From an optimization exercise on the open Yosys and OpenROAD flow, aimed at small area; shortcuts taken in it are not production practice. Only simulation tests tie the RTL to the original design; equivalence was not proved.

== red ==
// processor
module processor(clk,reset,pc,instruction,backpressureslave,d_valid,d_data,a_valid,a_channel);
Settings: LEC_CHECK=0, CAP_MARGIN=20, CORE_MARGIN=2, CORE_UTILIZATION=30, PLACE_DENSITY=0.45, SLEW_MARGIN=20, SYNTH_HIERARCHICAL=1; clock period 15.0 ns.
run.sh (not shown) runs the stock make flow with config.mk's settings and CLKGATE_MAP_FILE= SYNTH_SCRIPT=/design/flow/synth_recipe.tcl, a recipe that flattens the netlist after the stock synthesis.
The flow did not stop early for red: all stages ran, and the layout cleared the timing, design-rule and antenna checks.
Input-level comparison between blue and red:
Settings: setting CTS_CLUSTER_DIAMETER to 150 for the first time; setting CTS_CLUSTER_SIZE to 20 for the first time.
==> notes.md <==
- Going from red to blue, final non-filler cell area shrinks by 3.6%.
- Fraction of met2 tracks used by global routing delta (red -> blue): insignificant
- Comparing red with blue, the setup slack of the most critical reg-to-reg path came out essentially unchanged.
- Any difference in hold slack between blue and red is small enough to ignore.

---

== oak ==
processor, a different RTL version from the one above (not shown whole).
Size: ~6,400 cells after synthesis, ~1,500 flip-flops, ~72,000 um2 of cells after synthesis.
Settings: LEC_CHECK=0, CAP_MARGIN=0, CORE_MARGIN=2, CORE_UTILIZATION=30, CTS_CLUSTER_DIAMETER=150, CTS_CLUSTER_SIZE=20, PLACE_DENSITY=0.45, SLEW_MARGIN=0, SYNTH_HIERARCHICAL=1; clock period 15.0 ns.
standard.sh (not shown) runs the stock make flow with config.mk's settings and CLKGATE_MAP_FILE= SYNTH_SCRIPT=/design/flow/synth_recipe.tcl, a recipe that flattens the netlist after the stock synthesis.
==> flow/flow/run.sh <==
#!/bin/bash
# The standard layout (the standard.sh, unchanged synthesis and steps) with two settings
# changed through ORFS variables: the port buffers are the small sky130_fd_sc_hd__buf_2 instead of
# the delay cell buffer_ports picks by default, and clock tree synthesis clusters at most 20 sinks
# within 150 um per leaf buffer. Each make run's full output goes to its own log file here.
set -euo pipefail
export BUFFER_PORTS_ARGS="-buffer_cell sky130_fd_sc_hd__buf_2"
export CTS_ARGS="-sink_clustering_enable -repair_clock_nets -sink_clustering_size 20 -sink_clustering_max_diameter 150"
bash standard.sh synth > synth.log 2>&1
bash standard.sh > layout.log 2>&1
Setup changes, oak to pine
- changing CORE_UTILIZATION from 30 to 45
- removing CTS_CLUSTER_SIZE (formerly 20)
- removing CTS_CLUSTER_DIAMETER (formerly 150)
- changing PLACE_DENSITY from 0.45 to 0.6
==> flow/flow/run.sh <==
#!/bin/bash
# The standard layout (the standard.sh: unchanged synthesis and steps) with these changes,
# made through ORFS variables:
#  - the port buffers are sky130_fd_sc_hd__buf_2 instead of the delay cell buffer_ports picks;
#  - clock tree synthesis clusters at most 20 sinks within 150 um per leaf buffer, without
#    dummy loads.
# Each make run's full output goes to its own log file in this folder.
set -euo pipefail
export BUFFER_PORTS_ARGS="-buffer_cell sky130_fd_sc_hd__buf_2"
export CTS_ARGS="-sink_clustering_enable -repair_clock_nets -sink_clustering_size 20 -sink_clustering_max_diameter 150 -dont_use_dummy_load"
bash standard.sh synth > synth.log 2>&1
bash standard.sh > layout.log 2>&1
Wire length per cell after detailed routing (pine over oak): increase, about 1.8%
Number of fill cells in the layout: pine vs oak down 40%
Re post-place instance area: pine is 2.3% down on oak.
In pine, sequential share of layout area is higher than in oak.
The following lists how birch was set up differently from pine:
- CTS_CLUSTER_SIZE: unset -> 20
- CTS_CLUSTER_DIAMETER: unset -> 150
- CORE_UTILIZATION: 45 -> 30
- PLACE_DENSITY: 0.6 -> 0.45
- CAP_MARGIN: 0 -> 20
- SLEW_MARGIN: 0 -> 20
==> flow/flow/run.sh <==
#!/bin/bash
# The standard layout (the standard.sh, unchanged synthesis and steps) with two settings
# changed through ORFS variables: the port buffers are the small sky130_fd_sc_hd__buf_2 instead of
# the delay cell buffer_ports picks by default, and clock tree synthesis clusters at most 20 sinks
# within 150 um per leaf buffer. Each make run's full output goes to its own log file here.
set -euo pipefail
export BUFFER_PORTS_ARGS="-buffer_cell sky130_fd_sc_hd__buf_2"
export CTS_ARGS="-sink_clustering_enable -repair_clock_nets -sink_clustering_size 20 -sink_clustering_max_diameter 150"
bash standard.sh synth > synth.log 2>&1
bash standard.sh > layout.log 2>&1
==> notes.md <==
- Comparing design area for pine and birch, the bigger number came from birch.
- When birch is set beside pine, its aggregate routed wire length turns out to be 11% larger.
- Diff pine -> birch | clock latency reported for the late side of the worst-skew pair | increase of 0.04 ns
- Of pine and birch, pine shows the lower number of cells on the worst reg-to-reg path, with birch above it.
- Across pine and birch, none had a timing, DRC or antenna violation.
- For filler cell count, dividing the value from birch by the value from pine gives 1.7.
#### Input delta (maple over birch)
- removing CTS_CLUSTER_SIZE (formerly 20)
- changing CAP_MARGIN from 20 to 0
- changing CORE_UTILIZATION from 30 to 45
- removing CTS_CLUSTER_DIAMETER (formerly 150)
- changing PLACE_DENSITY from 0.45 to 0.6
- changing SLEW_MARGIN from 20 to 0
==> flow/flow/run.sh <==
#!/bin/bash
# The standard layout (the standard.sh: unchanged synthesis and steps) with these changes,
# made through ORFS variables:
#  - the port buffers are sky130_fd_sc_hd__buf_1 instead of the delay cell buffer_ports picks;
#  - clock tree synthesis clusters at most 22 sinks within 120 um per leaf buffer, without
#    dummy loads.
# Each make run's full output goes to its own log file in this folder.
set -euo pipefail
export BUFFER_PORTS_ARGS="-buffer_cell sky130_fd_sc_hd__buf_1"
export CTS_ARGS="-sink_clustering_enable -repair_clock_nets -sink_clustering_size 22 -sink_clustering_max_diameter 120 -dont_use_dummy_load"
bash standard.sh synth > synth.log 2>&1
bash standard.sh > layout.log 2>&1
Notes after the runs:
- Area used by sequential logic in the layout came out exactly the same in birch and maple.
- Between birch and maple, number of antenna violations at the first check in global routing decreased.
- Delta (maple minus birch): cell count lower, full die area has decreased, slew of the pin with the lowest slew margin went up.
- The required time reported for the critical path endpoint was comparable across birch and maple.
- maple improves on birch in routed wire length.
- Looking at critical path's largest stage delay, maple sits 0.04 ns higher than birch does.

-- port drivers added, routing unchanged --
The results above use ideal ports. As a check the final layouts listed here were re-extracted and re-timed, cells and wires unchanged. Step 1 sets driving cells, clkbuf_16 on the clock port and buf_2 on the other inputs (assumed; they add their load-dependent delay and slew). Step 2 adds t to the input delays and takes it off the output delays; t is the mean of the earliest and latest rising clock arrival at the registers after step 1. Input paths then give back, and output paths get back, about the clock's delay inside the block. Three values: ideal ports, drivers, drivers and shift; two values: the first two.
| run | shift t [ns] | slack for setup (ns) | worst setup path at the end | worst data-port slew with drivers (ns) |
|---|---|---|---|---|
| red | 0.899 | 0.672 / 0.672 / 0.672 | register to register | 0.08 |
| blue | 0.863 | 0.660 / 0.660 / 0.660 | register to register | 0.08 |
| oak | 0.864 | 0.657 / 0.657 / 0.657 | register to register | 0.06 |
| pine | 0.792 | 0.423 / 0.423 / 0.423 | register to register | 0.05 |
| birch | 0.874 | 0.632 / 0.632 / 0.632 | register to register | 0.05 |
| maple | 0.808 | 0.416 / 0.416 / 0.416 | register to register | 0.05 |
After both steps every run listed still meets setup and hold.
